Context: an optimization exercise on an open-source flow, tuned for small area and a short achievable clock period. The choices shown serve that exercise and are no tape-out recipe.
Only the layout flow was run in this run; the RTL was not checked for function there.
No activity file was given, so power comes from the tool's default toggle rates.

===== flow/design.v =====
module mips(
    input clk,
    input rst,
    output [31:0] imem_addr,
    input  [31:0] imem_rdata,
    output [31:0] dmem_addr,
    output [31:0] dmem_wdata,
    output        dmem_we,
    output        dmem_re,
    input  [31:0] dmem_rdata
);
    integer i;
    reg  [31:2] pc;
    wire [31:2] pc_inc = pc + 30'd1;
    reg  [31:0] m_res;           
    reg         m_taken;
    always @(posedge clk or posedge rst)
        if (rst) pc <= 30'h0c00;
        else     pc <= m_taken ? m_res[31:2] : pc_inc;
    assign imem_addr = {pc, 2'b00};
    reg [31:0] ir;
    reg [31:2] d_pc1;
    reg [3:0]  d_rs_lo, d_rt_lo;
    reg [7:0]  d_rs_hi, d_rt_hi;
    always @(posedge clk or posedge rst)
        if (rst) ir <= 32'b0;
        else     ir <= imem_rdata;
    always @(posedge clk) begin
        d_pc1 <= pc_inc;
        for (i = 0; i < 4; i = i + 1) begin
            d_rs_lo[i] <= (imem_rdata[22:21] == i);
            d_rt_lo[i] <= (imem_rdata[17:16] == i);
        end
        for (i = 0; i < 8; i = i + 1) begin
            d_rs_hi[i] <= (imem_rdata[25:23] == i);
            d_rt_hi[i] <= (imem_rdata[20:18] == i);
        end
    end
    wire [5:0] op = ir[31:26];
    wire [4:0] rt = ir[20:16];
    wire [4:0] rd = ir[15:11];
    wire [15:0] imm = ir[15:0];
    wire [3:0] fn = ir[3:0];
    wire is_r    = (op == 6'h00);
    wire is_addi = (op == 6'h08) | (op == 6'h09);
    wire is_ori  = (op == 6'h0d);
    wire is_lui  = (op == 6'h0f);
    wire is_lw   = (op == 6'h23);
    wire is_sw   = (op == 6'h2b);
    wire is_beq  = (op == 6'h04);
    wire r_sub   = is_r & ((fn == 4'b0010) | (fn == 4'b1010));
    wire [31:0] sext = {{16{imm[15]}}, imm};
    wire [31:2] br_tgt = d_pc1 + sext[29:0];
    wire [31:0] x_id = is_beq ? {br_tgt, 2'b00} :
                       is_ori ? {16'b0, imm} :
                       is_lui ? {imm, 16'b0} : sext;
    reg  [31:0] rf [1:31];
    reg  [31:1] rf_v;
    reg  [31:0] w_data;
    reg  [3:0]  w_lo;            
    reg  [7:0]  w_hi;            
    wire [31:1] w_en;
    genvar g;
    generate for (g = 1; g < 32; g = g + 1) begin : wr
        assign w_en[g] = w_lo[g % 4] & w_hi[g / 4];
        always @(posedge clk)
            if (w_en[g]) rf[g] <= w_data;
    end endgenerate
    always @(posedge clk or posedge rst)
        if (rst) rf_v <= 31'b0;
        else     rf_v <= rf_v | w_en;
    reg [31:0] rs_val, rt_val;
    always @(*) begin
        rs_val = 32'b0;
        rt_val = 32'b0;
        for (i = 1; i < 32; i = i + 1) begin
            rs_val = rs_val | ({32{d_rs_lo[i % 4] & d_rs_hi[i / 4] & rf_v[i]}} & rf[i]);
            rt_val = rt_val | ({32{d_rt_lo[i % 4] & d_rt_hi[i / 4] & rf_v[i]}} & rf[i]);
        end
    end
    wire [31:0] opb_id = r_sub ? ~rt_val : (is_r ? rt_val : x_id);
    reg [31:0] e_a, e_b, e_o;
    reg [4:0]  e_dst;
    reg        e_sub, e_arith, e_and, e_or, e_xor, e_slt, e_pass;
    reg        e_we, e_re, e_rw, e_br;
    always @(posedge clk) begin
        e_a   <= rs_val;
        e_b   <= rt_val;
        e_o   <= opb_id;
        e_dst <= is_r ? rd : rt;
        e_sub <= r_sub;
        e_arith <= (is_r & ((fn == 4'b0000) | (fn == 4'b0010))) | is_addi | is_lw | is_sw;
        e_and <= is_r & (fn == 4'b0100);
        e_or  <= (is_r & (fn == 4'b0101)) | is_ori | is_lui;
        e_xor <= is_r & (fn == 4'b0110);
        e_slt <= is_r & (fn == 4'b1010);
        e_pass <= is_beq;
    end
    always @(posedge clk or posedge rst)
        if (rst) begin
            e_we <= 1'b0; e_re <= 1'b0; e_rw <= 1'b0; e_br <= 1'b0;
        end else begin
            e_we <= is_sw;
            e_re <= is_lw;
            e_rw <= is_r | is_addi | is_ori | is_lui | is_lw;
            e_br <= is_beq;
        end
    wire [32:0] sum = {1'b0, e_a} + {1'b0, e_o} + {32'b0, e_sub};
    wire        ltu = ~sum[32];
    wire [31:0] res = ({32{e_arith}} & sum[31:0]) |
                      ({32{e_and}} & (e_a & e_o)) |
                      ({32{e_or}}  & (e_a | e_o)) |
                      ({32{e_xor}} & (e_a ^ e_o)) |
                      {31'b0, e_slt & ltu} |
                      ({32{e_pass}} & e_o);
    wire        eq = (e_a == e_b);
    reg [31:0] m_sd;
    reg [4:0]  m_dst;
    reg        m_we, m_re, m_rw;
    always @(posedge clk) begin
        m_res <= res;
        m_sd  <= e_b;
        m_dst <= e_dst;
    end
    always @(posedge clk or posedge rst)
        if (rst) begin
            m_we <= 1'b0; m_re <= 1'b0; m_rw <= 1'b0; m_taken <= 1'b0;
        end else begin
            m_we <= e_we; m_re <= e_re; m_rw <= e_rw; m_taken <= e_br & eq;
        end
    assign dmem_addr  = m_res;
    assign dmem_wdata = m_sd;
    assign dmem_we    = m_we;
    assign dmem_re    = m_re;
    always @(posedge clk) begin
        w_data <= m_re ? dmem_rdata : m_res;
        for (i = 0; i < 4; i = i + 1)
            w_lo[i] <= (m_dst[1:0] == i);
    end
    always @(posedge clk or posedge rst)
        if (rst) w_hi <= 8'b0;
        else for (i = 0; i < 8; i = i + 1)
            w_hi[i] <= m_rw & (m_dst[4:2] == i);
endmodule

===== flow/flow/run.sh =====
#!/bin/bash
set -euo pipefail
bash standard.sh MATCH_CELL_FOOTPRINT=0 finish > flow_make.log 2>&1

===== flow/standard.sh =====
#!/bin/bash
# synth_recipe.tcl (not shown) runs the flow's synth.tcl, then flattens the netlist and writes it again
# the make line also repeats each setting of config.mk as NAME=value (left out here)
make -C /OpenROAD-flow-scripts/flow DESIGN_CONFIG=/design/flow/config.mk WORK_HOME=/design/flow/orfs CLKGATE_MAP_FILE= SYNTH_SCRIPT=/design/flow/synth_recipe.tcl "${@:-finish}"

===== flow/config.mk =====
export PLATFORM = sky130hd
export DESIGN_NAME = mips
export DESIGN_NICKNAME = mips
export VERILOG_FILES = /design/flow/design.v
export SDC_FILE = /design/flow/constraint.sdc
export NUM_CORES = 8
export LEC_CHECK = 0
export ABC_CLOCK_PERIOD_IN_PS = 2500
export CAP_MARGIN = 20
export CORE_MARGIN = 2
export CORE_UTILIZATION = 35
export SETUP_SLACK_MARGIN = 3.7
export SLEW_MARGIN = 20

===== flow/constraint.sdc =====
create_clock -name core_clock -period 6.2 [get_ports {clk}]
set_input_delay 1.2400 -clock core_clock [delete_from_list [all_inputs] [get_ports {clk}]]
set_output_delay 1.2400 -clock core_clock [all_outputs]
set_load 0.01 [all_outputs]

==> run notes <==
-- Yosys cell counts (91+ instances only) --
cell / number
a22oi_1: 646
dfxtp_1: 267
a21oi_1: 94
nand3_1: 207
dfrtp_1: 102
o21ai_0: 104
inv_1: 100
ha_1: 94
nand2_1: 130
edfxtp_1: 992
nand4_1: 91
clkbuf_1: 257
a221oi_1: 143
a22o_1: 134
-- final cells by class --
type,count,share of cell area (%)
multi-input cells,2392,27.2
clock buffers,196,5.79
inverters,102,0.569
diodes,14,0.0498
repair buffers,529,7.62
clock inverters,65,1.07
repair inverters,1,0.00711
flip-flops and latches,1363,53.9
well taps,2160,3.84
-- power by group through the flow --
stage                     combinational [mW]  sequential, mW  clock [mW]
after floorplan                        0.727            10.4           0
after global routing                    1.82            10.4        9.26
final                                   1.77            10.4        8.93
after CTS                               1.55            10.3        8.90
after global placement                  1.28            10.5           0
after detailed placement                1.28            10.5           0
-- worst min path at each step --
stage                         from  endpoint  slack, ns  cells past startpoint
after floorplan           e_dst[0]  m_dst[0]       0.31                      0
after global placement    e_dst[1]  m_dst[1]       0.31                      0
after detailed placement  e_dst[0]  m_dst[0]       0.32                      0
after CTS                 e_dst[0]  m_dst[0]       0.33                      0
after global routing      e_dst[1]  m_dst[1]       0.33                      0
final                     e_dst[0]  m_dst[0]       0.33                      0
-- state kept, by name (all words and copies together), names as in the netlist, 4 cells and up --
| register | cells |
|---|---|
| m_dst | 5 |
| ir | 27 |
| e_a | 32 |
| w_hi | 8 |
| w_lo | 4 |
| rf_v | 31 |
| m_sd | 32 |
| d_rs_lo | 4 |
| e_b | 32 |
| e_o | 32 |
| m_res | 32 |
| w_data | 32 |
| d_pc1 | 30 |
| d_rt_lo | 4 |
| pc | 30 |
| rf | 992 |
| e_dst | 5 |
| d_rs_hi | 8 |
| d_rt_hi | 8 |
-- worst reg2reg max path, delay by kind of cell (launching register included) --
kind                   cells  cell delay [ns]
buffers and inverters      2             0.49
DFF                        1             0.55
AOI/OAI and AO/OA          2             0.56
and+or+nand+nor            3             0.99
muxes                      1             0.14
-- cell families after synthesis --
family / Yosys count / share of synthesized area [%]
AO/OA/AOI/OAI: 1342 / 18.0
XOR/XNOR: 94 / 1.46
adder cells (fa/ha/maj): 97 / 2.19
buffers and inverters: 396 / 2.69
flip-flops: 1363 / 66.8
multiplexers: 68 / 1.35
other: 1 / 0.00664
AND/OR/NAND/NOR: 781 / 7.54
-- metal layers --
metal / vias to the layer above / routed length [um]
met1: 23400 / 90500
met4: 43 / 29800
met3: 1814 / 52800
met5: - / 827
li1: 17600 / -
met2: 5821 / 112000
-- repair_timing --
| action | CTS | global route |
|---|---|---|
| pin swaps | 138 | 125 |
| setup buffers | 206 | 52 |
| setup endpoints to repair | 224 | 162 |
| gates resized for setup | 749 | 225 |
| cloned | 12 | 8 |
-- per-stage QoR --
| stage | hold slack, ns | total power, mW | cell area [um^2] | worst slack [ns] | std cells |
|---|---|---|---|---|---|
| finish | 0.331 | 21.1 | 70400 | 3.34 | 6822 |
| global route | 0.331 | 21.5 | 70400 | 3.29 | 6809 |
| CTS | 0.331 | 20.8 | 68800 | 3.43 | 6748 |
| detailed placement | 0.319 | 11.8 | 60700 | 2.57 | 6269 |
| global placement | 0.312 | 11.8 | 60700 | 2.64 | 6269 |
| floorplan | 0.310 | 11.1 | 56600 | 3.61 | 4143 |
==> results.json <==
{
  "ios": 164,
  "drive_gt1_share_pct": 26.5,
  "rrSetupSlack_ns": 3.34,
  "netSwitchingFraction_pct": 24.3,
  "n_fill_cell": 14100,
  "synth_edf_count": 992,
  "die_area_mm2": 0.165,
  "reg2regPathDepth": 8,
  "crit_path_max_incr_delay_ns": 0.63,
  "leakagePower_nw": 25.4,
  "clock-sinks": 1363,
  "final_util_pct": 43.9,
  "p_seq_share_pct": 49.2,
  "antenna_left": 0,
  "power_switching_mw": 5.12,
  "first_iter_violations": 12800,
  "clock_power_share_pct": 42.4,
  "drt_first_pass_iters": 13,
  "globalRoute.busiestLayer": "met2",
  "area_delta_synth_final_pct": 24.6,
  "cp_max_fo": 16,
  "avgRoutedWirePerCell_um": 41.9,
  "hold_viol_final": 0,
  "synth.top_cells.by_area": "edfxtp_1 53%, dfxtp_1 9.5%, a22oi_1 8.6%",
  "final_max_slew_viol_count": 0,
  "period_minus_slack_ns": 2.86,
  "gp_congestion": 0.964,
  "skew_ns": 0.0443,
  "pwr-share-comb_pct": 8.4,
  "ys_ff_latch": 1363,
  "use_met1_pct": 38.0,
  "syn_inst": 4142,
  "cp.required_ns": 6.87,
  "grt_use_met2_pct": 45.3,
  "cts_tree": "built",
  "clk_pin_slew_ns": 0.06,
  "avgSynthCellArea_um2": 13.6,
  "critical-path-top-delay-family": "simple AND/OR/NAND/NOR gates",
  "worstMarginPinSlew_ns": 1.30,
  "holdCritPathClass": "reg2reg",
  "worst_ep_arrival_time_ns": 3.53,
  "fin_setup_tns_ns": 0,
  "crit_buf_inv": 2,
  "use_met3_pct": 17.8,
  "yosysTopAreaCell": "edfxtp_1",
  "overflow": 0,
  "drv_cap": 0,
  "path_class": "reg2reg",
  "core-area_mm2": 0.160,
  "vias": 48700,
  "rsz0062_at_grt": "true",
  "yosysWarnings": 2,
  "synth_area_mm2": 0.0565,
  "finalSetupViolations": 0,
  "grt_usage_pct": 32.8,
  "slowest_stage": "or4_4",
  "antenna_found_initial": 30,
  "netlist.area_leader.share_pct": 52.7,
  "hold_buffers": 0,
  "final_cell_mix": "992 x edfxtp_1, 633 x a22oi_1, 244 x buf_4",
  "cts_root_buf": "clkbuf_16",
  "num_rows": 147,
  "ys_types": 78,
  "cts_buffers": 141,
  "insertion_delay_ns": 0.83,
  "grt_max_degree": 59,
  "cp-startpoint": "rf_v[17]",
  "crit_cells": 8,
  "io_buffers": 161,
  "power_density_mw_per_mm2": 299,
  "nets": 4693,
  "maxSlewHeadroom_pct": 13.5,
  "crit_chain": "and3_4, buf_4, clkbuf_16, a22oi_2, nand3_2, or4_4, a222oi_1, mux2i_1",
  "htreeDepth": 4,
  "rr_startpoint": "rf_v[17]",
  "first_global_vias": 44500,
  "regArea_mm2": 0.0380,
  "period_share_pct": 46.1,
  "drc": 0,
  "ir_drop_mv": 0.319,
  "status": "complete, no violations",
  "wl_mm": 286,
  "critical_path.endpoint": "e_o[5]",
  "p_int_mw": 15.9,
  "die_y_um": 406,
  "endpoint_kind": "flip-flop",
  "synthArstFlopShare_pct": 7.63,
  "grt_pass1_wl_mm": 370,
  "multiInputGateArea_mm2": 0.0191,
  "die_w_um": 406,
  "ys_seq_area_share_pct": 66.8,
  "hpwl_mm": 140,
  "synth-main-ff-cell": "edfxtp_1",
  "start_kind": "flip-flop",
  "reg2reg_to": "e_o[5]",
  "max_freq_mhz": 350,
  "start_util_pct": 35.2,
  "vias_per_cell": 7.14,
  "clockBufferDepth": 3,
  "mostFrequentLayoutCell": "edfxtp_1"
}

## re-timing with driven ports
The results above use ideal ports. As a check the final layout listed here was re-extracted and re-timed, cells and wires unchanged.
Step 1, drivers: a clkbuf_16 drives clk and a buf_2 each remaining input, both assumed.
Step 2, shift: input delay + t, output delay - t, t = (earliest + latest rising clock arrival at the registers) / 2. This alone moves slack from input paths to output paths.
Slacks: no drivers / after step 1 / after step 2; pairs: no drivers / after step 1.
t, ns: 0.895
setup slack, ns: 3.341 / 3.341 / 3.341
worst register clock-pin slew, ns: 0.07 / 0.07
After both steps this run still meets setup and hold. The setup slack of this run moves by 0.000 ns with the drivers and by 0.000 ns with both steps.
